Source: an optimization exercise on an open RTL-to-GDS flow (aim: small area and a short achievable clock period). Production flows keep margins and buffers that such runs may drop.
Function was checked by simulation only, so behaviour that the tests miss may differ from the original.
Power and IR drop assume default switching activity.

## flow/design.v (module list and top-level ports; edited modules follow where they fit)
// module fpu_lzc: 22 lines
// module fpu_mul_pre: 14 lines
// module fpu_mul_a: 503 lines
// module fpu_mul_b: 8 lines
// module fpu_adder: 38 lines
// module fpu_pfx_add: 26 lines
// module fpu_lza: 15 lines
// module fpu_norm_shift: 27 lines
// module fpu_rounder: 50 lines
// module fpu: 165 lines
module fpu (
    input  wire        clk,
    input  wire        rst_n,
    input  wire [31:0] rs1_data,
    input  wire [31:0] rs2_data,
    input  wire [31:0] rs3_data,
    input  wire [6:0]  funct7,
    input  wire [2:0]  funct3,
    input  wire        fp_op,
    input  wire [2:0]  frm,
    output reg  [31:0] result,
    output wire [4:0]  flags,
    output wire        ready,
    output wire [2:0]  latency
);
  // ...
==> flow/run.sh <==
#!/bin/bash
# synth_recipe.tcl (not shown) runs the flow's synth.tcl, then flattens the netlist and writes it again
# the make line also repeats each setting of config.mk as NAME=value (left out here)
make -C /OpenROAD-flow-scripts/flow DESIGN_CONFIG=/design/flow/config.mk WORK_HOME=/design/flow/orfs CLKGATE_MAP_FILE= SYNTH_SCRIPT=/design/flow/synth_recipe.tcl finish
==> flow/config.mk <==
export PLATFORM = sky130hd
export DESIGN_NAME = fpu
export DESIGN_NICKNAME = fpu
export VERILOG_FILES = /design/flow/design.v
export SDC_FILE = /design/flow/constraint.sdc
export NUM_CORES = 4
export LEC_CHECK = 0
export ABC_AREA = 1
export CAP_MARGIN = 20
export CORE_MARGIN = 2
export CORE_UTILIZATION = 60
export CTS_CLUSTER_SIZE = 30
export SETUP_SLACK_MARGIN = 4.5
export SLEW_MARGIN = 20
==> flow/constraint.sdc <==
create_clock -name core_clock -period 8.5 [get_ports {clk}]
set_input_delay 1.7000 -clock core_clock [delete_from_list [all_inputs] [get_ports {clk}]]
set_output_delay 1.7000 -clock core_clock [all_outputs]
set_load 0.01 [all_outputs]
==> results.txt, run 1 <==
Final layout
The fill cell instance count of the final layout is 6019. The number of antenna diodes in the final layout is 6. The library cell used most frequently in the layout, excluding fill and tap cells, is sky130_fd_sc_hd__nand2_1.

Non-clock buffers in the final layout number 289. Sequential cells placed in the final layout were counted as 547.

Drt
The detailed-route wire length per cell is 20.0 um. The iteration count of the initial detailed-routing pass is 7. The detailed-routed wire length on met2 is 61600 um. The via count is 41100. The detail route stage leaves a number of antenna-violating nets equal to 0.

Worst setup path
The setup slack of the worst register-to-register path is 4.27 ns. The data required time of the worst path is 9.05 ns. The element type at the critical path end is a flop.

Synth
The share of synthesized area occupied by flip-flops and latches is 0.261. The share of synthesized cell area in full adder, half adder and majority cells is 0.192. The fraction of synthesized cell area taken by the top area cell type is 0.257. Yosys mapped the design onto 65 distinct sky130hd cell types.

Power
For the sequential group, total power comes out at 4.22 mW. Summed over all cells, the static leakage comes to 23.0 nW. The clock group power is 2.77 mW. Ranked by power, first place goes to combinational logic.

IR analysis of the VDD net gives a maximum drop of 0.399 mV. The share of total power dissipated in the clock network is 0.162. In this run, power in combinational logic comes to 10.1 mW.

Place
Prior to clock tree synthesis, the placed netlist has a worst setup slack of 3.09 ns.

Clock tree
Clock tree synthesis selected as its root buffer the cell sky130_fd_sc_hd__clkbuf_16. The H-tree was split into 2 levels. The TritonCTS clock tree is yes.

Global routing
The routing usage on met1 is 0.470.

Job
The max-capacitance violation count is 0.

Status
The run finished with no timing, DRC or antenna violations.

Worst hold path
The endpoint with the worst hold slack is p_3[1].
==> module fpu_rounder, before the edit <==
module fpu_rounder (
    input  wire [23:0] mant,      
    input  wire [7:0]  exp_in,
    input  wire        of5,
    input  wire        uf5,
    input  wire        g,         
    input  wire        rs,        
    input  wire        sign,
    input  wire [2:0]  rm,
    input  wire        any_nan,
    input  wire        any_inf,
    input  wire        nv,
    output reg  [31:0] result,
    output wire [3:0]  flags      
);
    wire lsb = mant[0];
    reg  rup;
    always @(*) begin
        case (rm)
            3'b000:  rup = g & (rs | lsb);
            3'b010:  rup = sign & (g | rs);
            3'b011:  rup = ~sign & (g | rs);
            3'b100:  rup = g;
            default: rup = 1'b0;
        endcase
    end
    wire [23:0] inc  = mant + 24'd1;
    wire [22:0] mr   = rup ? inc[22:0] : mant[22:0];
    wire [7:0]  er   = exp_in + {7'd0, rup & (&mant)};
    wire        of   = of5 | (er == 8'hFF);
    always @(*) begin
        if (any_nan)
            result = 32'h7FC00000;
        else if (any_inf)
            result = {sign, 8'hFF, 23'd0};
        else if (of) begin
            case (rm)
                3'b001:  result = {sign, 31'h7F7FFFFF};
                3'b010:  result = sign ? 32'hFF800000 : 32'h7F7FFFFF;
                3'b011:  result = sign ? 32'hFF7FFFFF : 32'h7F800000;
                default: result = {sign, 31'h7F800000};
            endcase
        end
        else if (uf5)
            result = {sign, 31'd0};
        else
            result = {sign, er, mr};
    end
    assign flags = {nv, of, uf5, g | rs | of | uf5};
endmodule
==> module fpu, before the edit <==
module fpu (
    input  wire        clk,
    input  wire        rst_n,
    input  wire [31:0] rs1_data,
    input  wire [31:0] rs2_data,
    input  wire [31:0] rs3_data,
    input  wire [6:0]  funct7,
    input  wire [2:0]  funct3,
    input  wire        fp_op,
    input  wire [2:0]  frm,
    output reg  [31:0] result,
    output wire [4:0]  flags,
    output wire        ready,
    output wire [2:0]  latency
);
    wire [4:0] opc    = funct7[6:2];
    wire is_add       = (opc == 5'b00000);
    wire is_sub       = (opc == 5'b00001);
    wire is_mul       = (opc == 5'b00010);
    wire is_fma       = (opc == 5'b10000);
    wire addsub       = is_add | is_sub;
    assign latency = addsub ? 3'd4 : is_mul ? 3'd5 : 3'd6;
    wire [7:0] e1 = rs1_data[30:23];
    wire [7:0] e2 = rs2_data[30:23];
    wire [7:0] e3 = rs3_data[30:23];
    wire f1nz = |rs1_data[22:0];
    wire f2nz = |rs2_data[22:0];
    wire f3nz = |rs3_data[22:0];
    wire e1z = (e1 == 8'd0), e1m = (e1 == 8'hFF);
    wire e2z = (e2 == 8'd0), e2m = (e2 == 8'hFF);
    wire e3z = (e3 == 8'd0), e3m = (e3 == 8'hFF);
    wire h1 = ~e1z & (~e1m | f1nz);
    wire h2 = ~e2z & (~e2m | f2nz);
    wire h3 = ~e3z & (~e3m | f3nz);
    wire nan1 = e1m & f1nz, inf1 = e1m & ~f1nz, snan1 = nan1 & ~rs1_data[22];
    wire nan2 = e2m & f2nz, inf2 = e2m & ~f2nz, snan2 = nan2 & ~rs2_data[22];
    wire nan3 = e3m & f3nz, inf3 = e3m & ~f3nz, snan3 = nan3 & ~rs3_data[22];
    wire [23:0] mx_d = addsub ? 24'h800000 : {h1, rs1_data[22:0]};
    wire [23:0] my_d = addsub ? {h1, rs1_data[22:0]} : {h2, rs2_data[22:0]};
    wire [23:0] mz_d = addsub ? {h2, rs2_data[22:0]} :
                       is_fma ? {h3, rs3_data[22:0]} : 24'd0;
    wire [7:0]  ze_d = addsub ? e2 : is_fma ? e3 : 8'd0;
    wire [8:0]  pe_d = addsub ? {1'b0, e1} : ({1'b0, e1} + {1'b0, e2} - 9'd127);
    wire xnan = ~addsub & nan1;
    wire ynan = addsub ? nan1 : nan2;
    wire znan = addsub ? nan2 : is_fma & nan3;
    wire xinf = ~addsub & inf1;
    wire yinf = addsub ? inf1 : inf2;
    wire zinf = addsub ? inf2 : is_fma & inf3;
    wire xsnan = ~addsub & snan1;
    wire ysnan = addsub ? snan1 : snan2;
    wire zsnan = addsub ? snan2 : is_fma & snan3;
    wire nan_d = xnan | ynan | znan;
    wire inf_d = xinf | yinf | zinf;
    wire nv_d  = xsnan | ysnan | zsnan | (xinf & yinf);
    wire s1 = rs1_data[31], s2 = rs2_data[31], s3 = rs3_data[31];
    wire ps = addsub ? s1 : (s1 ^ s2);
    wire zs = addsub ? s2 : (is_fma & s3);
    wire inv_es = is_sub | (is_fma & (funct7[1:0] == 2'b01 || funct7[1:0] == 2'b10));
    wire es_d = ~is_mul & (zs ^ ps ^ inv_es);
    wire sx_d = (is_mul | is_fma) & (ps ^ (is_fma & funct7[1]));
    wire [2:0] rm_d = (funct3 == 3'b111) ? frm : funct3;
    reg [5:0] vld;
    always @(posedge clk or negedge rst_n) begin
        if (!rst_n) vld <= 6'd0;
        else        vld <= {vld[4:0], fp_op};
    end
    assign ready = vld[5];
    wire [25:0] a3_m1;
    wire [35:0] sel_d;
    fpu_mul_pre mul_pre (.a({h1, rs1_data[22:0]}), .b(my_d), .a3(a3_m1), .sel(sel_d));
    wire [25:0] a3_d = addsub ? 26'h1800000 : a3_m1;
    reg [23:0] mx_1, mz_1;
    reg [25:0] a3_1;
    reg [35:0] sel_1;
    reg [8:0]  pe_1;
    reg [7:0]  ze_1;
    reg        es_1, sx_1, nan_1, inf_1, nv_1;
    reg [2:0]  rm_1;
    always @(posedge clk) begin
        mx_1 <= mx_d; a3_1 <= a3_d; sel_1 <= sel_d; mz_1 <= mz_d;
        pe_1 <= pe_d; ze_1 <= ze_d;
        es_1 <= es_d; sx_1 <= sx_d;
        nan_1 <= nan_d; inf_1 <= inf_d; nv_1 <= nv_d;
        rm_1 <= rm_d;
    end
    wire [95:0] rows;
    fpu_mul_a mul_a (.a(mx_1), .a3(a3_1), .sel(sel_1), .rows(rows));
    wire [9:0] diff = {1'b0, pe_1} - {2'b00, ze_1};
    wire       pl   = ~diff[9];
    wire [8:0] dabs = pl ? diff[8:0] : (9'd0 - diff[8:0]);
    wire [8:0] re_d = pl ? pe_1 : {1'b0, ze_1};
    wire [6:0] d7_d = (dabs >= 9'd72) ? 7'd72 : dabs[6:0];
    reg [95:0] rows_2;
    reg [23:0] mz_2;
    reg [6:0]  d7_2;
    reg [8:0]  re_2;
    reg        es_2, sx_2, nan_2, inf_2, nv_2;
    reg [2:0]  rm_2;
    always @(posedge clk) begin
        rows_2 <= rows; mz_2 <= mz_1; d7_2 <= d7_d; re_2 <= re_d;
        es_2 <= es_1; sx_2 <= sx_1; nan_2 <= nan_1; inf_2 <= inf_1; nv_2 <= nv_1;
        rm_2 <= rm_1;
    end
    wire [47:0] prod;
    fpu_mul_b mul_b (.rows(rows_2), .p(prod));
    wire [71:0] ext  = {mz_2, 48'd0};
    wire [71:0] shft = ext >> d7_2;
    wire [71:0] smsk = ext & ((72'd1 << d7_2) - 72'd1);
    wire [47:0] al_d = shft[71:24];
    wire        st_d = |smsk;
    reg [47:0] p_3, a_3;
    reg        st_3;
    reg [8:0]  re_3;
    reg        es_3, sx_3, nan_3, inf_3, nv_3;
    reg [2:0]  rm_3;
    always @(posedge clk) begin
        p_3 <= prod; a_3 <= al_d; st_3 <= st_d; re_3 <= re_2;
        es_3 <= es_2; sx_3 <= sx_2; nan_3 <= nan_2; inf_3 <= inf_2; nv_3 <= nv_2;
        rm_3 <= rm_2;
    end
    wire [48:0] sum_d;
    wire        as_d;
    fpu_adder adder (.a(p_3), .b(a_3), .sub(es_3), .sum(sum_d), .neg(as_d));
    wire [5:0] lza_d;
    fpu_lza lza (.a(p_3), .b(a_3), .count(lza_d));
    reg [48:0] s_4;
    reg [5:0]  lza_4;
    reg        st_4, es_4, sg_4;
    reg [8:0]  re_4;
    reg        nan_4, inf_4, nv_4;
    reg [2:0]  rm_4;
    always @(posedge clk) begin
        s_4 <= sum_d; lza_4 <= lza_d; st_4 <= st_3; es_4 <= es_3;
        sg_4 <= as_d ^ sx_3; re_4 <= re_3;
        nan_4 <= nan_3; inf_4 <= inf_3; nv_4 <= nv_3; rm_4 <= rm_3;
    end
    wire [23:0] m_d;
    wire [8:0]  ne_d;
    fpu_norm_shift norm (.sum(s_4), .lza(lza_4), .es(es_4), .exp_in(re_4),
                         .mant(m_d), .exp_out(ne_d));
    wire of5_d = (ne_d >= 9'd255);
    wire uf5_d = ne_d[8] | (ne_d == 9'd0);
    reg [23:0] m_5;
    reg [7:0]  ne_5;
    reg        of_5, uf_5, g_5, rs_5, sg_5, nan_5, inf_5, nv_5;
    reg [2:0]  rm_5;
    always @(posedge clk) begin
        m_5 <= m_d; ne_5 <= ne_d[7:0]; of_5 <= of5_d; uf_5 <= uf5_d;
        g_5 <= s_4[2]; rs_5 <= s_4[1] | s_4[0] | st_4;
        sg_5 <= sg_4; nan_5 <= nan_4; inf_5 <= inf_4; nv_5 <= nv_4; rm_5 <= rm_4;
    end
    wire [31:0] res_d;
    wire [3:0]  flg_d;
    fpu_rounder rnd (.mant(m_5), .exp_in(ne_5), .of5(of_5), .uf5(uf_5),
                     .g(g_5), .rs(rs_5), .sign(sg_5), .rm(rm_5),
                     .any_nan(nan_5), .any_inf(inf_5), .nv(nv_5),
                     .result(res_d), .flags(flg_d));
    reg [3:0] flg_6;
    always @(posedge clk) begin
        result <= res_d;
        flg_6  <= flg_d;
    end
    assign flags = {flg_6[3], 1'b0, flg_6[2:0]};
endmodule
==> run 2, diff against run 1 <==
--- a/flow/design.v
+++ b/flow/design.v
@@ -654,17 +654,14 @@
 module fpu_rounder (
     input  wire [23:0] mant,      
     input  wire [7:0]  exp_in,
-    input  wire        of5,
-    input  wire        uf5,
+    input  wire        of5,       
     input  wire        g,         
     input  wire        rs,        
     input  wire        sign,
     input  wire [2:0]  rm,
-    input  wire        any_nan,
-    input  wire        any_inf,
-    input  wire        nv,
-    output reg  [31:0] result,
-    output wire [3:0]  flags      
+    output wire [22:0] mant_out,
+    output wire [7:0]  exp_out,
+    output wire        of
 );
     wire lsb = mant[0];
     reg  rup;
@@ -677,10 +674,25 @@
             default: rup = 1'b0;
         endcase
     end
-    wire [23:0] inc  = mant + 24'd1;
-    wire [22:0] mr   = rup ? inc[22:0] : mant[22:0];
-    wire [7:0]  er   = exp_in + {7'd0, rup & (&mant)};
-    wire        of   = of5 | (er == 8'hFF);
+    wire [23:0] inc = mant + 24'd1;
+    assign mant_out = rup ? inc[22:0] : mant[22:0];
+    assign exp_out  = exp_in + {7'd0, rup & (&mant)};
+    assign of       = of5 | (exp_out == 8'hFF);
+endmodule
+module fpu_pack (
+    input  wire [22:0] mant,
+    input  wire [7:0]  exp_in,
+    input  wire        of,
+    input  wire        uf5,
+    input  wire        nx,        
+    input  wire        sign,
+    input  wire [2:0]  rm,
+    input  wire        any_nan,
+    input  wire        any_inf,
+    input  wire        nv,
+    output reg  [31:0] result,
+    output wire [3:0]  flags      
+);
     always @(*) begin
         if (any_nan)
             result = 32'h7FC00000;
@@ -697,9 +709,9 @@
         else if (uf5)
             result = {sign, 31'd0};
         else
-            result = {sign, er, mr};
+            result = {sign, exp_in, mant};
     end
-    assign flags = {nv, of, uf5, g | rs | of | uf5};
+    assign flags = {nv, of, uf5, nx | of | uf5};
 endmodule
 module fpu (
     input  wire        clk,
@@ -844,21 +856,26 @@
                          .mant(m_d), .exp_out(ne_d));
     wire of5_d = (ne_d >= 9'd255);
     wire uf5_d = ne_d[8] | (ne_d == 9'd0);
-    reg [23:0] m_5;
-    reg [7:0]  ne_5;
-    reg        of_5, uf_5, g_5, rs_5, sg_5, nan_5, inf_5, nv_5;
+    wire [22:0] mr_d;
+    wire [7:0]  er_d;
+    wire        of_d;
+    fpu_rounder rnd (.mant(m_d), .exp_in(ne_d[7:0]), .of5(of5_d),
+                     .g(s_4[2]), .rs(s_4[1] | s_4[0] | st_4), .sign(sg_4), .rm(rm_4),
+                     .mant_out(mr_d), .exp_out(er_d), .of(of_d));
+    reg [22:0] mr_5;
+    reg [7:0]  er_5;
+    reg        of_5, uf_5, nx_5, sg_5, nan_5, inf_5, nv_5;
     reg [2:0]  rm_5;
     always @(posedge clk) begin
-        m_5 <= m_d; ne_5 <= ne_d[7:0]; of_5 <= of5_d; uf_5 <= uf5_d;
-        g_5 <= s_4[2]; rs_5 <= s_4[1] | s_4[0] | st_4;
+        mr_5 <= mr_d; er_5 <= er_d; of_5 <= of_d; uf_5 <= uf5_d;
+        nx_5 <= s_4[2] | s_4[1] | s_4[0] | st_4;
         sg_5 <= sg_4; nan_5 <= nan_4; inf_5 <= inf_4; nv_5 <= nv_4; rm_5 <= rm_4;
     end
     wire [31:0] res_d;
     wire [3:0]  flg_d;
-    fpu_rounder rnd (.mant(m_5), .exp_in(ne_5), .of5(of_5), .uf5(uf_5),
-                     .g(g_5), .rs(rs_5), .sign(sg_5), .rm(rm_5),
-                     .any_nan(nan_5), .any_inf(inf_5), .nv(nv_5),
-                     .result(res_d), .flags(flg_d));
+    fpu_pack pack (.mant(mr_5), .exp_in(er_5), .of(of_5), .uf5(uf_5), .nx(nx_5),
+                   .sign(sg_5), .rm(rm_5), .any_nan(nan_5), .any_inf(inf_5), .nv(nv_5),
+                   .result(res_d), .flags(flg_d));
     reg [3:0] flg_6;
     always @(posedge clk) begin
         result <= res_d;
--- a/flow/config.mk
+++ b/flow/config.mk
@@ -10,5 +10,5 @@
 export CORE_MARGIN = 2
 export CORE_UTILIZATION = 60
 export CTS_CLUSTER_SIZE = 30
-export SETUP_SLACK_MARGIN = 4.5
+export SETUP_SLACK_MARGIN = 4.4
 export SLEW_MARGIN = 20
==> results.txt, run 2 <==
Synth
In the synthesized netlist, the cells that appear most often are sky130_fd_sc_hd__nand2_1 (1673), sky130_fd_sc_hd__inv_1 (841), sky130_fd_sc_hd__nand3_1 (583). In this run the mean area of a mapped cell was 6.87 sq um. The library cell with the largest summed area after synthesis is sky130_fd_sc_hd__dfxtp_1. The number of cells produced by synthesis is 6179.

The net count after synthesis is 6799. The distinct cell type count of the synthesized netlist came to 72 (+11%). The fraction of synthesized cell area taken by the top area cell type is 0.254 (-0.00279). The summed instance area of the synthesized netlist is 42400 sq um.

The xor/xnor cell area share of the yosys netlist is 0.0260. After synthesis, the cell types taking the most area are sky130_fd_sc_hd__dfxtp_1 (25%), sky130_fd_sc_hd__nand2_1 (15%), sky130_fd_sc_hd__fa_1 (11%). The number of enable-type register cells in the synthesized netlist is 0.

The post-synthesis mux area share is 0.00354. Synthesis inferred 545 register bits. The share of the synthesized area in compound gates (AO/OA/AOI/OAI) is 0.132. The share of synthesized cell area in full adder, half adder and majority cells came to 0.191 (-0.00168).

sky130_fd_sc_hd__nand2_1 is the most common cell in the netlist. The share of synthesized area occupied by flip-flops and latches is 0.258 (-0.00282). The most common flop cell mapped by yosys is sky130_fd_sc_hd__dfxtp_1. After synthesis, the share of flip-flops with an asynchronous set or reset is 0.0110.

During synthesis, Yosys emitted a total of 8 warnings. The combinational family with the most area after synthesis is simple AND/OR/NAND/NOR gates. The simple-gate area share of the yosys netlist is 0.283.

Global routing
The global-route wire length before repair is 213000 um. The overall fraction of global-route tracks in use is 0.366. The total congestion overflow is 0. The maximum number of pins on one net before global-route repair is 72. The number of global-route vias before repair is 39400.

The number of antenna violations at the first check in global routing is 8.

Worst setup path
STA classifies the critical path endpoint as a flop. STA puts the critical path data arrival time at 4.54 ns. In this run the critical register-to-register path is launched from a3_1[23]. The kind of critical path is reg -> reg. Counting cells, the worst reg-to-reg path comes to 10. STA classifies the critical path startpoint as a flop. The setup slack of the worst register-to-register path came to 4.45 ns (+0.18 ns).

The endpoint identified for the worst register-to-register timing path is mul_b.cpa.a[27]. The data required time of the worst path is 9.00 ns (-0.05 ns). The largest driver fanout on the critical path is 12.

Final layout
In the layout the commonest cells are sky130_fd_sc_hd__nand2_1 (1665), sky130_fd_sc_hd__inv_1 (833), sky130_fd_sc_hd__nand3_1 (576). The fraction of final layout cells sized beyond drive strength 1 is 0.0576. The register with the most flip-flops in the layout has 49 of them. The register name with the most flops is s_4. The post-layout net count is 6822.

The most frequent standard cell in the layout excluding fill and tap cells is sky130_fd_sc_hd__nand2_1. The area overhead of the layout relative to synthesis is 11.1%.

Place
The number of buffer cells added on primary ports is 150. At the end of routability-driven placement, the weighted congestion stood at 1.01. The estimated wirelength of the detail-placed design is 99100 um.

Drt
The residual DRC count is 0. After detailed routing, the number of vias per cell comes to 5.80. The iteration count of the initial detailed-routing pass came to 7 (unchanged). The via count was 41700 (+1.4%). The total wire length after detailed routing is 137000 um. The violation count after the first detailed-route iteration is 5000. The count of antenna-violating nets left after detailed routing is 0 (unchanged). The detailed-route wire length per cell came to 19.1 um (-4.6%).

Clock tree
The clock net sink count is 545. The root buffer selected by CTS is sky130_fd_sc_hd__clkbuf_16. The H-tree depth came to 2 (unchanged). TritonCTS built the clock tree. At the later pin of the worst-skew pair, clock insertion delay measures 0.66 ns.

No sink is reached through more buffers than the 3 on the longest clock path. The post-CTS clock slew at the launch and capture registers of the worst setup and hold paths is 0.06 ns. The number of hold buffers added after cts is 0.

The number of buffers created by CTS is 56.

Status
The flow ran to the end and the layout has no timing, DRC or antenna violations.

STA
The shortest clock period the worst path allows after layout is 4.05 ns. The final hold violation count is 0. The final setup TNS is 0 ns. The portion of the clock cycle consumed by the worst path in the final layout is 0.476. The setup-violating endpoint count in the final report is 0. The maximum frequency from static timing analysis is 247 MHz.

Between clock sinks in the finished design, the worst skew comes to 0.0531 ns. Setup repair after global routing could not meet its margin everywhere. The max-slew violation count is 0. The measured slew at the worst slew-check pin is 0.991 ns. On the final layout, the worst hold slack is 0.325 ns. The relative slew slack is 0.339.

Floorplanning
In this run the horizontal extent of the chip is 270 um. During I/O placement, the number of pins put on the boundary was 153. The die area is 72900 sq um. The floorplan has 97 rows. The region available for standard cell placement spans 70000 sq um. The vertical die dimension is 270 um. The initial utilization of the core area, before any placement, comes to 0.606.

Worst hold path
The worst min-delay path class is reg -> reg. The launch point of the worst hold path is re_3[8]. The worst hold path terminates at re_4[8]. The worst hold path was traced through 0 stages.

Power
The power density of the placed cells is 364 nW/um^2. The leakage power of the design was 23.0 nW (-0.24%). After layout, the design draws a total of 17.1 mW.

The maximum ir drop on the vdd rail is 0.338 mV (-15%).

Job
The max-capacitance violation count is 0 (unchanged).
==> run 2: changes by cell type after synthesis, sizes merged, moves of 11 or more <==
cell | before | now
a21oi | 314 | 328
a22oi | 16 | 4
buf | 49 | 70
clkbuf | 246 | 235
nand2 | 1623 | 1682
nand3 | 414 | 584
nor2 | 373 | 487
nor3 | 65 | 53
o21ai | 372 | 272
xnor2 | 42 | 25
xor2 | 125 | 101
==> run 2: cell type report <==
type	instances	area (sq um)
inverter	863	3300
fill	6262	22900
multi-input combinational	4471	27200
antenna	3	7.51
sequential	545	11000
timing repair buffer	263	2510
tap	940	1180
timing repair inverter	2	21.3
clock inverter	35	420
clock buffer	69	1540
==> run 2: stage by stage <==
step	instance area (sq um)	utilization	setup slack [ns]	cells
floorplan	42400	-	4.41	6179
global placement	44400	0.634	2.93	7045
detailed placement	44400	0.634	2.91	7045
CTS	46700	0.666	4.41	7164
global route	47100	0.673	4.29	7188
finish	47200	0.673	4.45	7191
==> run 2: per-layer routing <==
metal  vias up  wire length, um  global-route usage
li1      19900                -                   -
met1     18800            53600               0.460
met2      2436            60400               0.581
met3       571            14000              0.0726
met4         2             9290               0.218
met5         -               10                   0
==> run 2: repair_timing <==
action,4_1_cts,5_1_grt
endpoints found under the setup margin,112,72
gates cloned,6,6
buffers inserted,9,18
pin swaps,8,12
gates resized for setup,76,66
==> run 2: critical path, stage by stage, from the launching register on <==
cell,delay [ns]
sky130_fd_sc_hd__dfxtp_1,0.85
sky130_fd_sc_hd__a22o_1,0.26
sky130_fd_sc_hd__a21oi_1,0.05
sky130_fd_sc_hd__fa_1,0.54
sky130_fd_sc_hd__inv_1,0.06
sky130_fd_sc_hd__fa_1,0.54
sky130_fd_sc_hd__inv_1,0.06
sky130_fd_sc_hd__fa_1,0.54
sky130_fd_sc_hd__inv_1,0.06
sky130_fd_sc_hd__fa_1,0.50
sky130_fd_sc_hd__fa_1,0.47
==> run 2: how the worst max path moves through the flow <==
stage               startpoint              end
finish                a3_1[23]  mul_b.cpa.a[27]
global route          lza_4[0]             of_5
floorplan            funct7[5]       latency[1]
global placement     funct7[5]       latency[1]
detailed placement   funct7[5]       latency[1]
CTS                   mx_1[23]  mul_b.cpa.a[29]
==> run 2: cell families after synthesis <==
kind of cell | count (synthesis)
AO/OA/AOI/OAI | 922
other | 2
AND/OR/NAND/NOR | 2893
multiplexers | 15
flip-flops | 545
adder cells (fa/ha/maj) | 508
buffers and inverters | 1168
XOR/XNOR | 126
==> run 2: report_power, final <==
group          total, mW  switching, mW  internal, mW
logic               10.5           6.60          3.90
registers           4.06          0.628          3.44
clock network       2.58           1.11          1.47
total               17.1           8.34          8.80
==> run 3, diff against run 2 <==
--- a/flow/design.v
+++ b/flow/design.v
@@ -819,11 +819,15 @@
     end
     wire [47:0] prod;
     fpu_mul_b mul_b (.rows(rows_2), .p(prod));
-    wire [71:0] ext  = {mz_2, 48'd0};
-    wire [71:0] shft = ext >> d7_2;
-    wire [71:0] smsk = ext & ((72'd1 << d7_2) - 72'd1);
-    wire [47:0] al_d = shft[71:24];
-    wire        st_d = |smsk;
+    wire [47:0] al_d = d7_2[6] ? 48'd0 : ({mz_2, 24'd0} >> d7_2[5:0]);
+    wire [23:0] orlo;                        
+    assign orlo[0] = mz_2[0];
+    genvar gi;
+    generate for (gi = 1; gi < 24; gi = gi + 1) begin : stk
+        assign orlo[gi] = orlo[gi-1] | mz_2[gi];
+    end endgenerate
+    wire [6:0] d49  = d7_2 - 7'd49;
+    wire       st_d = (d7_2 >= 7'd49) & ((d49 >= 7'd23) ? orlo[23] : orlo[d49[4:0]]);
     reg [47:0] p_3, a_3;
     reg        st_3;
     reg [8:0]  re_3;
--- a/flow/config.mk
+++ b/flow/config.mk
@@ -9,6 +9,7 @@
 export CAP_MARGIN = 20
 export CORE_MARGIN = 2
 export CORE_UTILIZATION = 60
+export CTS_BUF_LIST = sky130_fd_sc_hd__clkbuf_4 sky130_fd_sc_hd__clkbuf_8
 export CTS_CLUSTER_SIZE = 30
 export SETUP_SLACK_MARGIN = 4.4
 export SLEW_MARGIN = 20
==> results.txt, run 3 <==
Clock tree
The clock net sink count is 545 (unchanged). The post-CTS clock slew at the launch and capture registers of the worst setup and hold paths is 0.07 ns (about the same). The H-tree depth is 3 (+1). The root buffer cell chosen for the clock tree is sky130_fd_sc_hd__clkbuf_8. The TritonCTS clock tree is yes. The clock network latency to the later pin of the worst-skew pair was 0.69 ns (+0.03 ns). The number of buffers created by CTS was 87 (+55%).

The buffer depth of the longest clock path is 3 (unchanged).

Global routing
The total congestion overflow is 0 (unchanged). The global-route wire length before repair is 205000 um (-3.5%). The number of antenna violations at the first check in global routing is 6 (-2). The number of global-route vias before repair is 37400 (-4.9%). The overall fraction of global-route tracks in use was 0.370 (+0.00434). The maximum number of pins on one net before global-route repair is 107 (+49%).

STA
The setup-violating endpoint count in the final report was 0 (unchanged). The max-slew violation count came to 0 (unchanged). The relative slew slack is 0.315 (-0.0235). The shortest clock period the worst path allows after layout is 4.18 ns (+0.128 ns).

The final worst hold slack is 0.317 ns (-0.00732 ns). The measured slew at the worst slew-check pin is 1.02 ns (+0.0334 ns). The final hold violation count is 0 (unchanged). The maximum frequency from static timing analysis is 239 MHz (-3.1%). The final setup TNS came to 0 ns (unchanged). The maximum clock skew at final layout is 0.0317 ns (-0.0214 ns). Setup repair after global routing could not meet its margin everywhere. The portion of the clock cycle consumed by the worst path in the final layout is 0.491 (+0.0151).

Drt
The routed via count divided by cell count came to 5.83 (+0.52%). The via count is 39800 (-4.6%). The total wire length after detailed routing is 135000 um (-1.5%). The count of antenna-violating nets left after detailed routing is 0 (unchanged). The residual DRC count is 0 (unchanged).

The detailed-route wire length per cell is 19.8 um (+3.8%). The violation count after the first detailed-route iteration was 4659 (-6.8%). The iteration count of the initial detailed-routing pass came to 7 (unchanged).

Power
The overall power of the completed layout came to 17.2 mW (+0.16%). The power dissipated by switching net loads is 8.28 mW (-0.78%). The maximum ir drop on the vdd rail is 0.380 mV (+12%).

The total internal power is 8.89 mW (+1.0%). The leakage power of the design is 22.5 nW (-2.2%). The part of the total power dissipated in combinational logic came to 0.605 (-0.007). The power density of the placed cells is 370 nW/um^2 (+1.8%). The clock network fraction of total power is 0.150 (about the same). The switching share of total power is 0.482 (-0.00456). The fraction of power consumed by sequential logic is 0.245 (+0.008).

Synth
The distinct cell type count of the synthesized netlist is 73 (+1.4%). The combinational family with the most area after synthesis is simple AND/OR/NAND/NOR gates. The net count after synthesis is 6423 (-5.5%). The xor/xnor cell area share of the yosys netlist was 0.0368 (+0.0108). The fraction of synthesized cell area taken by the top area cell type was 0.261 (+0.00648). By area the synthesized netlist is led by sky130_fd_sc_hd__dfxtp_1 (26%), sky130_fd_sc_hd__nand2_1 (13%), sky130_fd_sc_hd__fa_1 (11%).

The share of synthesized cell area in full adder, half adder and majority cells came to 0.197 (+0.00607). The per-instance average area after synthesis is 7.14 sq um (+3.9%). The summed instance area of the synthesized netlist is 41400 sq um (-2.5%).

The most numerous cell in the Yosys netlist is sky130_fd_sc_hd__nand2_1. The yosys synthesis warning count is 8 (unchanged). The number of cells produced by synthesis is 5799 (-6.1%). The share of the synthesized area in compound gates (AO/OA/AOI/OAI) is 0.141 (+0.00919). The commonest cells after synthesis are sky130_fd_sc_hd__nand2_1 (1482), sky130_fd_sc_hd__inv_1 (814), sky130_fd_sc_hd__dfxtp_1 (539). sky130_fd_sc_hd__dfxtp_1 takes more of the synthesized area than any other cell. The share of synthesized area occupied by flip-flops and latches is 0.264 (+0.00657). The total of flip-flops plus latches after synthesis is 545 (unchanged). The simple-gate area share of the yosys netlist came to 0.253 (-0.0299). The number of enable-type register cells in the synthesized netlist is 0 (unchanged).

Among all flip-flop cells after synthesis, the most frequent one is sky130_fd_sc_hd__dfxtp_1. The post-synthesis mux area share is 0.00193 (-0.00160). The fraction of registers with async set or reset after synthesis is 0.0110 (unchanged).

Floorplanning
The top-level I/O count was 153 (unchanged). The die area was 71100 sq um (-2.4%). The width of the die is 267 um (-1.2%). The starting density of the core is 0.604 (-0.00157). The core footprint is 68500 sq um (-2.2%). The vertical die dimension is 267 um (-1.2%).

The number of cell rows is 96 (-1.0%).

Final layout
The post-layout net count came to 6496 (-4.8%). The most frequent standard cell in the layout excluding fill and tap cells is sky130_fd_sc_hd__nand2_1. The number of flip-flops under the largest register name was 49 (unchanged). From synthesis to final layout, the design area changed by 12.1%. The post-route standard cell area excluding fillers is 46400 sq um (-1.6%). The top cell types in the final layout, fill and taps aside, are sky130_fd_sc_hd__nand2_1 (1473), sky130_fd_sc_hd__inv_1 (806), sky130_fd_sc_hd__dfxtp_1 (524).

The fraction of final layout cells sized beyond drive strength 1 is 0.0781 (+0.0205). The non-filler instance count after layout is 6827 (-5.1%). The register name with the most flops is s_4.

Worst hold path
The worst min-delay path class is reg -> reg. The path with the worst hold slack has its endpoint at mz_2[20]. The number of cells on the worst hold path is 0 (unchanged). The startpoint identified for the worst hold timing path is mz_1[20].

Place
The final weighted congestion in routability-driven placement is 1.00 (-0.92%). The number of buffer cells added on primary ports came to 150 (unchanged). The estimated wirelength of the detail-placed design came to 96600 um (-2.5%). The cell area reported after detailed placement came to 43300 sq um (-2.5%).

The cell total after placement is 6616 (-6.1%).

Worst setup path
The setup slack of the worst register-to-register path is 4.46 ns (about the same). The largest driver fanout on the critical path is 4 (-8). The sort of element at the start of the critical path is an input pin. The data required time of the worst path came to 6.80 ns (-2.20 ns). The endpoint arrival time on the critical path is 2.48 ns (-2.06 ns).

The cell depth of the worst flop-to-flop path is 10 (unchanged). The worst setup path is captured at an output port. The launch instance of the worst register-to-register path is a3_1[23]. The worst reg2reg path endpoint is mul_b.cpa.a[27]. The critical path is of the in -> out type.

Status
The run finished with no timing, DRC or antenna violations.

Job
The max-capacitance violation count is 0 (unchanged).
==> run 3: cell count changes in the layout (fill, tap and decap cells not counted), sizes merged, moves of 20 or more <==
cell	previous run	this run
xor2	101	128
nand2	1683	1510
o21ai	272	299
clkbuf	72	130
xnor2	25	45
nor3	53	31
nor2	489	351
nand3	586	496
inv	866	833
==> run 3: cells by family after synthesis <==
group                      after synthesis
DFF                                    545
and+or+nand+nor                       2476
buffers and inverters                 1129
adders and majority gates              512
muxes                                    8
AOI/OAI and AO/OA                      954
other                                    2
xor gates and xnor gates               173
==> run 3: worst max-delay path: stages <==
cell	delay [ns]
sky130_fd_sc_hd__buf_4	0.14
sky130_fd_sc_hd__nor4_4	0.31
sky130_fd_sc_hd__buf_4	0.18
sky130_fd_sc_hd__nor2_4	0.03
sky130_fd_sc_hd__buf_6	0.11
==> run 3: timing repair <==
| item | in CTS | in global routing |
|---|---|---|
| hold buffers | 0 | 0 |
| resized for setup | 65 | 107 |
| setup buffers | 9 | 29 |
| cloned | 3 | 8 |
| endpoints found under the setup margin | 79 | 76 |
| pin swaps | 4 | 31 |
==> run 3: through the flow <==
step / util / setup slack [ns]
after global routing: 0.677 / 4.18
after detailed placement: 0.633 / 3.28
after global placement: 0.633 / 3.33
after floorplan: - / 4.36
final: 0.677 / 4.32
after CTS: 0.666 / 4.21
==> run 3: how the worst max path moves through the flow <==
| stage | from | end | cells after the start |
|---|---|---|---|
| 2_1_floorplan | funct7[4] | latency[1] | 6 |
| 3_3_place_gp | funct7[3] | latency[0] | 4 |
| 3_5_place_dp | funct7[3] | latency[0] | 4 |
| 4_1_cts | lza_4[2] | of_5 | 29 |
| 5_1_grt | lza_4[0] | of_5 | 30 |
| 6_report | funct7[6] | latency[1] | 5 |
==> run 3: metal layers <==
metal  up-vias  wire, um  global-route usage
met5         -        13                   0
met4         2      9610               0.226
met3       633     14000              0.0909
met2      2227     59000               0.584
met1     18200     52700               0.456
li1      18800         -                   -
==> run 3: power groups by stage <==
stage               sequential [mW]  clock (mW)  combinational [mW]
finish                         4.21        2.57                10.4
floorplan                      3.82           0                7.18
global placement               4.18           0                9.56
global route                   4.24        2.73                11.6
detailed placement             4.19           0                9.79
CTS                            4.14        2.62                9.89
==> run 3: final cells by class <==
class / count / area (sq um)
tap: 882 / 1100
clock buffer: 124 / 1630
timing repair buffer: 268 / 2680
timing repair inverter: 5 / 51.3
sequential: 545 / 11000
clock inverter: 35 / 417
fill: 5940 / 22100
multi-input combinational: 4125 / 26300
inverter: 840 / 3210
antenna: 3 / 7.51
==> run 4, diff against run 3 <==
--- a/flow/config.mk
+++ b/flow/config.mk
@@ -9,7 +9,6 @@
 export CAP_MARGIN = 20
 export CORE_MARGIN = 2
 export CORE_UTILIZATION = 60
-export CTS_BUF_LIST = sky130_fd_sc_hd__clkbuf_4 sky130_fd_sc_hd__clkbuf_8
 export CTS_CLUSTER_SIZE = 30
 export SETUP_SLACK_MARGIN = 4.4
 export SLEW_MARGIN = 20
==> results.txt, run 4 <==
Synth
The summed instance area of the synthesized netlist is 41400 sq um (unchanged). The number of cells produced by synthesis is 5799 (unchanged). The per-instance average area after synthesis came to 7.14 sq um (unchanged). Ranked by total cell area, the synthesized netlist is headed by sky130_fd_sc_hd__dfxtp_1 (26%), sky130_fd_sc_hd__nand2_1 (13%), sky130_fd_sc_hd__fa_1 (11%). The number of enable-type register cells in the synthesized netlist is 0 (unchanged). The net count after synthesis was 6423 (unchanged).

The fraction of synthesized cell area taken by the top area cell type is 0.261 (unchanged). The fraction of registers with async set or reset after synthesis is 0.0110 (unchanged). By instance count, the leading cell after synthesis is sky130_fd_sc_hd__nand2_1. The distinct cell type count of the synthesized netlist was 73 (unchanged). The share of synthesized area occupied by flip-flops and latches is 0.264 (unchanged). The yosys synthesis warning count is 8 (unchanged). The total of flip-flops plus latches after synthesis is 545 (unchanged). After synthesis, the most frequently instantiated cells are sky130_fd_sc_hd__nand2_1 (1482), sky130_fd_sc_hd__inv_1 (814), sky130_fd_sc_hd__dfxtp_1 (539). The synthesized design spends more area on one cell type than any other, namely sky130_fd_sc_hd__dfxtp_1. The most common flop cell mapped by yosys is sky130_fd_sc_hd__dfxtp_1.

Status
The run finished with no timing, DRC or antenna violations.

Power
The power density of the placed cells is 373 nW/um^2 (+0.65%). The leakage power of the design is 22.3 nW (-0.69%). The overall power of the completed layout is 17.2 mW (+0.24%).

The maximum ir drop on the vdd rail is 0.376 mV (-0.95%).

Drt
The residual DRC count is 0 (unchanged). The count of antenna-violating nets left after detailed routing came to 0 (unchanged). The iteration count of the initial detailed-routing pass is 7 (unchanged). The via count is 39500 (-0.84%). The routed via count divided by cell count was 5.84 (about the same).

The detailed-route wire length per cell is 20.0 um (+0.80%). The total wire length after detailed routing was 135000 um (-0.13%). The violation count after the first detailed-route iteration came to 4522 (-2.9%).

Final layout
The fill cell instance count of the final layout is 5959 (+0.32%). The number of flip-flops under the largest register name is 49 (unchanged). The final standard cell utilization of the core came to 0.675 (-0.00276). The area overhead of the layout relative to synthesis is 11.6%. The register name with the most flops is s_4.

The fraction of final layout cells sized beyond drive strength 1 is 0.0656 (-0.0124). The post-layout net count is 6456 (-0.62%). The most frequent standard cell in the layout excluding fill and tap cells is sky130_fd_sc_hd__nand2_1. In the layout the commonest cells are sky130_fd_sc_hd__nand2_1 (1479), sky130_fd_sc_hd__inv_1 (806), sky130_fd_sc_hd__dfxtp_1 (521).

Worst setup path
By startpoint and endpoint, the worst setup path is classified as in -> out. The largest driver fanout on the critical path is 3 (-1). The endpoint arrival time on the critical path came to 2.48 ns (about the same). The data required time of the worst path is 6.80 ns (about the same).

The worst setup path is launched from an input pin. STA classifies the critical path endpoint as an output port.

Global routing
The global routing met3 resource utilization is 0.0932 (+0.00231). The total congestion overflow was 0 (unchanged). The number of antenna violations at the first check in global routing is 5 (-1). The number of global-route vias before repair was 37500 (+0.26%). The maximum number of pins on one net before global-route repair is 107 (unchanged).

The overall fraction of global-route tracks in use came to 0.373 (+0.00323). The routing usage on met1 is 0.457 (+0.00139). The fraction of met2 tracks used by global routing came to 0.587 (+0.00274). The global-route wire length before repair came to 207000 um (+0.76%). The most used routing layer in global routing is met2.

Floorplanning
The width of the die is 267 um (unchanged). The vertical die dimension came to 267 um (unchanged). The core footprint came to 68500 sq um (unchanged).

The die area came to 71100 sq um (unchanged). The top-level I/O count is 153 (unchanged). The starting density of the core is 0.604 (unchanged). The number of cell rows is 96 (unchanged).

Place
The number of buffer cells added on primary ports was 150 (unchanged). The estimated wirelength of the detail-placed design came to 96600 um (unchanged). The final weighted congestion in routability-driven placement came to 1.00 (unchanged).

Clock tree
The number of hold buffers added after cts came to 0 (unchanged). The clock net sink count is 545 (unchanged). The H-tree depth came to 2 (-1). TritonCTS built the clock tree. The buffer depth of the longest clock path is 3 (unchanged). The clock network latency to the later pin of the worst-skew pair was 0.65 ns (-0.04 ns). The number of buffers created by CTS was 57 (-34%). The tree is rooted in a sky130_fd_sc_hd__clkbuf_16.

The post-CTS clock slew at the launch and capture registers of the worst setup and hold paths is 0.07 ns (about the same).

STA
The final hold violation count is 0 (unchanged). The max-slew violation count is 0 (unchanged). The measured slew at the worst slew-check pin came to 1.05 ns (+0.0254 ns). Setup repair after global routing could not meet its margin everywhere. The portion of the clock cycle consumed by the worst path in the final layout is 0.492 (about the same). The final setup TNS is 0 ns (unchanged).

The relative slew slack was 0.298 (-0.0171). The maximum frequency from static timing analysis is 239 MHz (about the same). The setup-violating endpoint count in the final report is 0 (unchanged). The maximum clock skew at final layout came to 0.0263 ns (-0.00543 ns).

The shortest clock period the worst path allows after layout is 4.18 ns (+0.00299 ns).

Worst hold path
The worst min-delay path class is reg -> reg.

Job
The max-capacitance violation count is 0 (unchanged).
==> run 4: cell types whose count changed in the layout (fill, tap and decap cells not counted), moves of 3 or more <==
cell                        before   now
sky130_fd_sc_hd__buf_4          97    89
sky130_fd_sc_hd__clkbuf_1        0     3
sky130_fd_sc_hd__clkbuf_16       5    60
sky130_fd_sc_hd__clkbuf_4       13     0
sky130_fd_sc_hd__clkbuf_8      112     9
sky130_fd_sc_hd__clkinv_2       18     9
sky130_fd_sc_hd__clkinv_4        0     5
sky130_fd_sc_hd__dfxtp_1       524   521
sky130_fd_sc_hd__dfxtp_2        10    13
sky130_fd_sc_hd__inv_6           7    11
sky130_fd_sc_hd__nand2_1      1473  1479
sky130_fd_sc_hd__nand2_2        31    26
sky130_fd_sc_hd__nand3_1       472   479
sky130_fd_sc_hd__nand3_2        20    13
==> run 4: kinds of logic (layout without fill, tap and decap cells) <==
| family | count (synthesis) | after routing | synth area share |
|---|---|---|---|
| AND/OR/NAND/NOR | 2476 | 2476 | 0.253 |
| buffers and inverters | 1129 | 1210 | 0.106 |
| AO/OA/AOI/OAI | 954 | 954 | 0.141 |
| flip-flops | 545 | 545 | 0.264 |
| adder cells (fa/ha/maj) | 512 | 512 | 0.197 |
| XOR/XNOR | 173 | 173 | 0.0368 |
| multiplexers | 8 | 8 | 0.00193 |
| other | 2 | 4 | 0.000181 |
==> run 4: cell type report <==
cell class,instances,area (sq um),area share
clock inverters,38,489,0.0106
diodes,2,5.00,0.000108
inverters,840,3210,0.0694
repair buffers,258,2580,0.0559
flip-flops and latches,545,11000,0.238
clock buffers,69,1570,0.0341
multi-input cells,4125,26200,0.567
repair inverters,5,51.3,0.00111
well taps,882,1100,0.0239
==> run 4: power by group <==
part,internal [mW],total [mW],switching (mW)
clock,1.58,2.69,1.11
sequential,3.44,4.20,0.760
combinational,3.91,10.3,6.40
total,8.94,17.2,8.27
==> run 4: what timing repair did <==
action	in CTS	in global routing
gates resized for setup	72	76
gates cloned	5	5
endpoints found under the hold margin	0	0
setup endpoints to repair	80	78
pin swaps	4	14
buffers inserted	12	17
==> run 4: worst max-delay path, stage by stage <==
cell and delay (ns):
sky130_fd_sc_hd__buf_2 0.14, sky130_fd_sc_hd__inv_2 0.06, sky130_fd_sc_hd__nor4_4 0.26, sky130_fd_sc_hd__buf_4 0.18
sky130_fd_sc_hd__nor2_4 0.03, sky130_fd_sc_hd__buf_6 0.10
==> run 4: final timing paths <==
check | start | to | slack, ns | cells after the start
max in group asynchronous | rst_n | vld[4] | 7.01 | 1
setup / recovery | funct7[3] | latency[1] | 4.32 | 6
setup reg to reg | lza_4[0] | of_5 | 4.46 | 28
hold / removal | re_3[7] | re_4[7] | 0.33 | 0
min in group asynchronous | rst_n | vld[2] | 1.29 | 1
hold reg to reg | re_3[7] | re_4[7] | 0.33 | 0
==> run 4: stage by stage <==
stage,setup slack [ns],std cells,instance area (sq um),hold WS [ns]
2_1_floorplan,4.36,5799,41400,0.310
3_3_place_gp,3.33,6616,43300,0.310
3_5_place_dp,3.28,6616,43300,0.312
4_1_cts,4.29,6740,45800,0.327
5_1_grt,4.16,6763,46200,0.331
6_report,4.32,6764,46200,0.327
==> run 4: per-layer routing <==
layer | routed length, um | up-vias
met3 | 13300 | 622
met1 | 53000 | 18000
met2 | 59000 | 2093
li1 | - | 18700
met4 | 9770 | 6
met5 | 47 | -
==> run 5, diff against run 4 <==
--- a/flow/config.mk
+++ b/flow/config.mk
@@ -8,7 +8,7 @@
 export ABC_AREA = 1
 export CAP_MARGIN = 20
 export CORE_MARGIN = 2
-export CORE_UTILIZATION = 60
+export CORE_UTILIZATION = 70
 export CTS_CLUSTER_SIZE = 30
 export SETUP_SLACK_MARGIN = 4.4
 export SLEW_MARGIN = 20
==> results.txt, run 5 <==
Drt
The total wire length after detailed routing is 137000 um (+1.2%). The detailed-route wire length per cell was 20.5 um (+2.7%). The routed via count divided by cell count is 6.17 (+5.7%). The residual DRC count is 0 (unchanged). The count of antenna-violating nets left after detailed routing came to 0 (unchanged). The iteration count of the initial detailed-routing pass is 10 (+3). The violation count after the first detailed-route iteration is 4750 (+5.0%). The via count is 41100 (+4.1%).

Synth
The yosys synthesis warning count is 8 (unchanged). The summed instance area of the synthesized netlist came to 41400 sq um (unchanged). The most common flop cell mapped by yosys is sky130_fd_sc_hd__dfxtp_1. The share of synthesized area occupied by flip-flops and latches is 0.264 (unchanged). The distinct cell type count of the synthesized netlist is 73 (unchanged). The fraction of synthesized cell area taken by the top area cell type is 0.261 (unchanged). The fraction of registers with async set or reset after synthesis is 0.0110 (unchanged).

By instance count, the leading cell after synthesis is sky130_fd_sc_hd__nand2_1. By count the netlist is led by sky130_fd_sc_hd__nand2_1 (1482), sky130_fd_sc_hd__inv_1 (814), sky130_fd_sc_hd__dfxtp_1 (539). The net count after synthesis is 6423 (unchanged).

The synthesized design spends more area on one cell type than any other, namely sky130_fd_sc_hd__dfxtp_1. The total of flip-flops plus latches after synthesis came to 545 (unchanged). The number of enable-type register cells in the synthesized netlist was 0 (unchanged). The number of cells produced by synthesis was 5799 (unchanged). By area the synthesized netlist is led by sky130_fd_sc_hd__dfxtp_1 (26%), sky130_fd_sc_hd__nand2_1 (13%), sky130_fd_sc_hd__fa_1 (11%). The per-instance average area after synthesis is 7.14 sq um (unchanged).

Floorplanning
The vertical die dimension came to 247 um (-7.3%). The core footprint is 58700 sq um (-14%). The starting density of the core came to 0.705 (+0.101). The width of the die is 247 um (-7.3%).

The die area was 61100 sq um (-14%). The number of cell rows is 89 (-7.3%). The top-level I/O count is 153 (unchanged).

Status
The flow ran to the end and the layout has no timing, DRC or antenna violations.

Final layout
The register with the most flip-flops in the final layout is s_4. The number of flip-flops under the largest register name is 49 (unchanged). The post-layout net count is 6462 (+0.093%). Leaving out fill and tap cells, the most frequent cell in the layout is sky130_fd_sc_hd__nand2_1. Leaving out fill and tap cells, the most frequent cells in the layout are sky130_fd_sc_hd__nand2_1 (1476), sky130_fd_sc_hd__inv_1 (807), sky130_fd_sc_hd__dfxtp_1 (527).

The non-filler instance count after layout is 6661 (-1.5%). The fraction of final layout cells sized beyond drive strength 1 is 0.0671 (+0.00147). The area overhead of the layout relative to synthesis came to 11.7% (about the same).

STA
Setup repair after global routing could not meet its margin everywhere. The maximum frequency from static timing analysis is 241 MHz (+0.64%). The final setup TNS is 0 ns (unchanged). The setup-violating endpoint count in the final report came to 0 (unchanged). The final worst hold slack was 0.324 ns (-0.00291 ns).

The relative slew slack is 0.255 (-0.0435). The maximum clock skew at final layout is 0.0474 ns (+0.0211 ns). The final hold violation count was 0 (unchanged). The portion of the clock cycle consumed by the worst path in the final layout is 0.489 (-0.00311).

The measured slew at the worst slew-check pin is 1.12 ns (+0.0668 ns). The shortest clock period the worst path allows after layout is 4.15 ns (-0.0264 ns). The max-slew violation count was 0 (unchanged).

Global routing
The maximum number of pins on one net before global-route repair is 100 (-6.5%). The global-route wire length before repair came to 210000 um (+1.3%). The total congestion overflow was 0 (unchanged). The overall fraction of global-route tracks in use is 0.438 (+0.0649). The number of antenna violations at the first check in global routing is 10 (+5). The number of global-route vias before repair is 39400 (+5.1%).

Worst setup path
STA classifies the critical path startpoint as an input pin. Walking the worst path, the cells encountered are buf_6 > nor2_4 > inv_2 > nor3_4 > buf_12 > nor2_4 > buf_6. The setup slack of the worst register-to-register path is 4.41 ns (-0.05 ns). The worst setup path is captured at an output port. The data required time of the worst path is 6.80 ns (about the same). The largest stage delay on the critical path was 0.23 ns (-0.03 ns). On the critical path, the stage with the largest delay is an instance of sky130_fd_sc_hd__nor3_4. The endpoint arrival time on the critical path is 2.45 ns (-0.03 ns). The critical path is of the in -> out type. The largest driver fanout on the critical path was 2 (-1).

Clock tree
The tree is rooted in a sky130_fd_sc_hd__clkbuf_16. TritonCTS built the clock tree. The number of buffers created by CTS was 55 (-3.5%).

The H-tree depth was 2 (unchanged). The number of hold buffers added after cts is 0 (unchanged). The clock network latency to the later pin of the worst-skew pair came to 0.66 ns (about the same). The buffer depth of the longest clock path was 3 (unchanged). The clock net sink count was 545 (unchanged). The post-CTS clock slew at the launch and capture registers of the worst setup and hold paths came to 0.08 ns (about the same).

Job
The max-capacitance violation count is 0 (unchanged).

Power
The power density of the placed cells is 377 nW/um^2 (+1.1%). The leakage power of the design is 22.4 nW (+0.35%). The maximum ir drop on the vdd rail came to 0.373 mV (-0.91%).

The overall power of the completed layout is 17.4 mW (+1.2%).

Place
The number of buffer cells added on primary ports is 150 (unchanged). The cell total after placement is 6509 (-1.6%). The estimated wirelength of the detail-placed design came to 95900 um (-0.78%). The final weighted congestion in routability-driven placement is 1.03 (+2.5%).

Worst hold path
In this run the worst hold path is classified as reg -> reg.
## run 5: layer usage
layer / track usage / routed length, um
met1: 0.507 / 48600
met2: 0.688 / 59800
met3: 0.134 / 16200
met4: 0.316 / 12000
met5: 0 / 112
## run 5: cell families after synthesis
| kind of cell | share of synthesized area |
|---|---|
| AND/OR/NAND/NOR | 0.253 |
| buffers and inverters | 0.106 |
| AO/OA/AOI/OAI | 0.141 |
| flip-flops | 0.264 |
| adder cells (fa/ha/maj) | 0.197 |
| XOR/XNOR | 0.0368 |
| multiplexers | 0.00193 |
| other | 0.000181 |
## run 5: repair_timing
action	4_1_cts	5_1_grt
resized for setup	68	91
endpoints found under the setup margin	74	89
gates cloned	4	7
pin swaps	4	23
setup buffers	5	28
endpoints found under the hold margin	0	0
## run 5: stage by stage
stage	instance area (sq um)	setup WS, ns	utilization
6_report	46200	4.35	0.788
5_1_grt	46200	4.15	0.788
3_3_place_gp	43200	3.32	0.736
3_5_place_dp	43200	3.26	0.736
4_1_cts	45500	4.29	0.776
2_1_floorplan	41400	4.36	-
## run 5: final cells by class
class / count / area (sq um)
clock buffer: 68 / 1510
timing repair buffer: 267 / 2700
timing repair inverter: 4 / 40.0
multi-input combinational: 4125 / 26300
antenna: 3 / 7.51
tap: 773 / 967
fill: 4199 / 12500
sequential: 545 / 11000
inverter: 840 / 3220
clock inverter: 36 / 504
## run 5: worst paths after layout
check                           from              end  depth (start not counted)
setup / recovery           funct7[4]       latency[1]                          7
hold / removal               rm_3[1]          rm_4[1]                          0
setup reg to reg            a3_1[13]  mul_b.cpa.a[25]                         10
hold reg to reg              rm_3[1]          rm_4[1]                          0
max in group asynchronous      rst_n           vld[3]                          1
min in group asynchronous      rst_n           vld[2]                          1
## run 5: worst max-delay path, delay by kind of cell
| family | cells | cell delay (ns) |
|---|---|---|
| buffers and inverters | 4 | 0.39 |
| AND/OR/NAND/NOR | 3 | 0.36 |
## run 5: power by group
part           leakage (nW)  internal (mW)  total [mW]  switching [mW]
logic                  16.8           3.92        10.6            6.64
clock network         0.974           1.55        2.67            1.12
registers              4.56           3.44        4.19           0.753
total                  22.4           8.91        17.4            8.51
==> run 6, diff against run 5 <==
--- a/flow/config.mk
+++ b/flow/config.mk
@@ -8,7 +8,7 @@
 export ABC_AREA = 1
 export CAP_MARGIN = 20
 export CORE_MARGIN = 2
-export CORE_UTILIZATION = 70
+export CORE_UTILIZATION = 60
 export CTS_CLUSTER_SIZE = 30
-export SETUP_SLACK_MARGIN = 4.4
+export SETUP_SLACK_MARGIN = 4.3
 export SLEW_MARGIN = 20
==> results.txt, run 6 <==
Clock tree
The post-CTS clock slew at the launch and capture registers of the worst setup and hold paths is 0.06 ns (-0.02 ns). The buffer depth of the longest clock path was 3 (unchanged). The TritonCTS clock tree is yes. The number of buffers created by CTS is 56 (+1.8%). The clock network latency to the later pin of the worst-skew pair came to 0.67 ns (about the same). The number of hold buffers added after cts came to 0 (unchanged). The H-tree depth was 2 (unchanged). The root buffer selected by CTS is sky130_fd_sc_hd__clkbuf_16.

The clock net sink count is 545 (unchanged).

Worst setup path
The buffers plus inverters on the worst setup path was 3 (-1). The setup slack of the worst register-to-register path is 4.36 ns (-0.05 ns). The worst setup path is captured at a flop. In this run the critical register-to-register path is launched from a3_1[16].

The worst setup path is launched from a flop. The endpoint arrival time on the critical path came to 4.64 ns (+2.19 ns). The largest stage delay on the critical path is 0.89 ns (+0.66 ns). The worst reg2reg path endpoint is mul_b.cpa.a[28]. Among cell families on the critical path, the largest total delay comes from adder cells. In this design, the critical path's most frequently occurring cell is sky130_fd_sc_hd__fa_1. Among all stages on the critical path, the largest delay is contributed by sky130_fd_sc_hd__dfxtp_1.

The kind of critical path is reg -> reg. Walking the worst path, the cells encountered are a22o_1 > a21oi_1 > fa_1 > inv_1 > fa_1 > inv_1 > fa_1 > inv_1 > fa_1 > fa_1. The largest driver fanout on the critical path came to 12 (+10).

The number of stages on the worst setup path came to 10 (+3). The data required time of the worst path is 9.00 ns (+2.20 ns). The cell depth of the worst flop-to-flop path is 10 (unchanged).

Drt
The residual DRC count is 0 (unchanged). The count of antenna-violating nets left after detailed routing is 0 (unchanged). The via count is 39000 (-5.1%). The routed via count divided by cell count is 5.79 (-6.2%). The total wire length after detailed routing is 132000 um (-3.5%).

The iteration count of the initial detailed-routing pass was 7 (-3). The violation count after the first detailed-route iteration is 4406 (-7.2%). The detailed-route wire length per cell is 19.6 um (-4.6%).

Worst hold path
The worst hold path terminates at mz_2[23]. In this run the most critical hold path is launched from mz_1[23]. The number of cells on the worst hold path came to 0 (unchanged). The path class of the tightest hold or removal check is reg -> reg.

Floorplanning
The top-level I/O count is 153 (unchanged). The width of the die is 267 um (+7.9%). The number of cell rows is 96 (+7.9%).

The starting density of the core came to 0.604 (-0.101). The vertical die dimension is 267 um (+7.9%). The core footprint is 68500 sq um (+17%). The die area is 71100 sq um (+16%).

Global routing
The global-route wire length before repair came to 203000 um (-3.1%). The total congestion overflow came to 0 (unchanged). The number of antenna violations at the first check in global routing is 3 (-7).

The overall fraction of global-route tracks in use came to 0.364 (-0.0744). The maximum number of pins on one net before global-route repair was 117 (+17%). The number of global-route vias before repair was 36900 (-6.3%).

STA
Setup repair after global routing could not meet its margin everywhere. The final worst hold slack is 0.320 ns (-0.00474 ns). The setup-violating endpoint count in the final report was 0 (unchanged). The maximum clock skew at final layout is 0.0508 ns (+0.00342 ns).

The shortest clock period the worst path allows after layout was 4.14 ns (-0.00915 ns). The final setup TNS is 0 ns (unchanged). The final hold violation count was 0 (unchanged).

The max-slew violation count was 0 (unchanged). The relative slew slack is 0.206 (-0.0488). The measured slew at the worst slew-check pin was 1.19 ns (+0.0731 ns). The maximum frequency from static timing analysis was 241 MHz (+0.22%). The portion of the clock cycle consumed by the worst path in the final layout is 0.488 (-0.00108).

Power
The leakage power of the design is 22.1 nW (-1.3%). The power density of the placed cells is 372 nW/um^2 (-1.3%). The power dissipated by switching net loads is 8.25 mW (-3.1%). The switching share of total power was 0.485 (-0.00344). The clock network fraction of total power is 0.148 (-0.005).

The total internal power is 8.76 mW (-1.7%). The part of the total power dissipated in combinational logic is 0.606 (about the same). The fraction of power consumed by sequential logic is 0.246 (+0.005). The maximum ir drop on the vdd rail was 0.445 mV (+19%).

Job
The max-capacitance violation count is 0 (unchanged).

Final layout
In the layout the commonest cells are sky130_fd_sc_hd__nand2_1 (1480), sky130_fd_sc_hd__inv_1 (810), sky130_fd_sc_hd__dfxtp_1 (530). The register name with the most flops is s_4. The fraction of final layout cells sized beyond drive strength 1 is 0.0588 (-0.00835). The post-layout net count is 6435 (-0.42%). The final standard cell utilization of the core is 0.668 (-0.120). The most frequent standard cell in the layout excluding fill and tap cells is sky130_fd_sc_hd__nand2_1. The number of flip-flops under the largest register name is 49 (unchanged). The post-route standard cell area excluding fillers is 45700 sq um (-1.0%).

From synthesis to final layout, the design area changed by 10.5%.

Synth
The per-instance average area after synthesis was 7.14 sq um (unchanged). The fraction of registers with async set or reset after synthesis is 0.0110 (unchanged). In the post-synthesis netlist, the biggest area contributors are sky130_fd_sc_hd__dfxtp_1 (26%), sky130_fd_sc_hd__nand2_1 (13%), sky130_fd_sc_hd__fa_1 (11%).

The total of flip-flops plus latches after synthesis is 545 (unchanged). The most used flip-flop cell after synthesis is sky130_fd_sc_hd__dfxtp_1. The most numerous cell in the Yosys netlist is sky130_fd_sc_hd__nand2_1.

sky130_fd_sc_hd__dfxtp_1 takes more of the synthesized area than any other cell. Counting instances in the post-synthesis netlist gives the leading cell types as sky130_fd_sc_hd__nand2_1 (1482), sky130_fd_sc_hd__inv_1 (814), sky130_fd_sc_hd__dfxtp_1 (539). The number of cells produced by synthesis is 5799 (unchanged).

The fraction of synthesized cell area taken by the top area cell type is 0.261 (unchanged). The net count after synthesis is 6423 (unchanged). The number of enable-type register cells in the synthesized netlist is 0 (unchanged). The share of synthesized area occupied by flip-flops and latches is 0.264 (unchanged). The yosys synthesis warning count was 8 (unchanged). The distinct cell type count of the synthesized netlist is 73 (unchanged). The summed instance area of the synthesized netlist came to 41400 sq um (unchanged).

Place
The number of buffer cells added on primary ports is 150 (unchanged). The final weighted congestion in routability-driven placement is 1.01 (-1.4%). The cell area reported after detailed placement is 43300 sq um (+0.19%). The estimated wirelength of the detail-placed design is 96300 um (+0.42%).

Status
The flow ran to the end and the layout has no timing, DRC or antenna violations.
-- run 6: cell counts after synthesis --
Identical to the previous run, type by type.
-- run 6: worst max-delay path by stage --
stage	startpoint	end	slack (ns)
3_3_place_gp	lza_4[0]	of_5	3.47
3_5_place_dp	lza_4[0]	of_5	3.38
5_1_grt	lza_4[0]	of_5	4.15
6_report	a3_1[16]	mul_b.cpa.a[28]	4.36
4_1_cts	lza_4[0]	of_5	4.12
2_1_floorplan	funct7[5]	latency[1]	4.34
-- run 6: metal layers --
layer / vias up / track usage / wire [um]
met3: 543 / 0.0876 / 12900
met5: - / 0 / 27
met1: 17700 / 0.459 / 53000
met4: 4 / 0.206 / 8920
li1: 18600 / - / -
met2: 2106 / 0.570 / 57100
-- run 6: cell type report --
class	count	area, sq um
Inverter	840	3210
Timing Repair Buffer	239	2270
Clock buffer	74	1580
Antenna cell	1	2.50
Multi-Input combinational cell	4125	26200
Fill cell	6139	22700
Timing Repair inverter	4	43.8
Sequential cell	545	11000
Clock inverter	26	330
Tap cell	882	1100
-- run 6: power by group through the flow --
stage / registers (mW) / clock network [mW] / logic, mW
4_1_cts: 4.14 / 2.56 / 9.91
2_1_floorplan: 3.82 / 0 / 7.18
3_3_place_gp: 4.20 / 0 / 9.59
3_5_place_dp: 4.20 / 0 / 9.81
5_1_grt: 4.22 / 2.66 / 11.5
6_report: 4.19 / 2.52 / 10.3
-- run 6: logic make-up after synthesis --
kind of cell,after synthesis,synth area share
other,2,0.000181
multiplexers,8,0.00193
AO/OA/AOI/OAI,954,0.141
buffers and inverters,1129,0.106
AND/OR/NAND/NOR,2476,0.253
flip-flops,545,0.264
adder cells (fa/ha/maj),512,0.197
XOR/XNOR,173,0.0368
-- run 6: stage by stage --
step	power [mW]	cells	setup WS, ns
after floorplan	11.0	5799	4.34
after global placement	13.8	6612	3.47
after detailed placement	14.0	6612	3.38
after CTS	16.6	6716	4.12
after global routing	18.4	6735	4.15
final	17.0	6736	4.36
-- run 6: timing repair --
item | 4_1_cts | 5_1_grt
pin swaps | 3 | 16
cloned | 1 | 5
endpoints found under the setup margin | 72 | 68
setup buffers | 3 | 14
hold endpoints to repair | 0 | 0
gates resized for setup | 46 | 76

==> port drivers added, routing unchanged <==
How much do the figures lean on ideal ports? The routed layouts below were timed once more, with nothing changed but the port constraints. Step 1, drivers: a clkbuf_16 drives clk and a buf_2 each remaining input, both assumed. Step 2 adds t to the input delays and takes it off the output delays; t is the mean of the earliest and latest rising clock arrival at the registers after step 1. Input paths then give back, and output paths get back, about the clock's delay inside the block. Slacks: ideal / step 1 / step 2; pairs: ideal / step 1.
| run | shift t [ns] | setup WS [ns] | worst hold slack (ns) | pins driven straight from the clock port |
|---|---|---|---|---|
| run 1 | 0.715 | 4.274 / 4.274 / 3.987 | 0.294 / 0.294 / 0.294 | 1 |
| run 2 | 0.700 | 4.452 / 4.429 / 3.956 | 0.325 / 0.325 / 0.325 | 1 |
| run 3 | 0.740 | 4.324 / 4.291 / 3.924 | 0.317 / 0.317 / 0.317 | 1 |
| run 4 | 0.707 | 4.321 / 4.292 / 3.917 | 0.327 / 0.327 / 0.327 | 1 |
| run 5 | 0.705 | 4.347 / 4.316 / 3.860 | 0.324 / 0.324 / 0.324 | 1 |
| run 6 | 0.707 | 4.356 / 4.348 / 3.915 | 0.320 / 0.320 / 0.320 | 1 |
After both steps setup and hold are still met in every run listed. The setup slack of run 2, which loses most, moves by -0.023 ns with the drivers and by -0.496 ns with both steps.
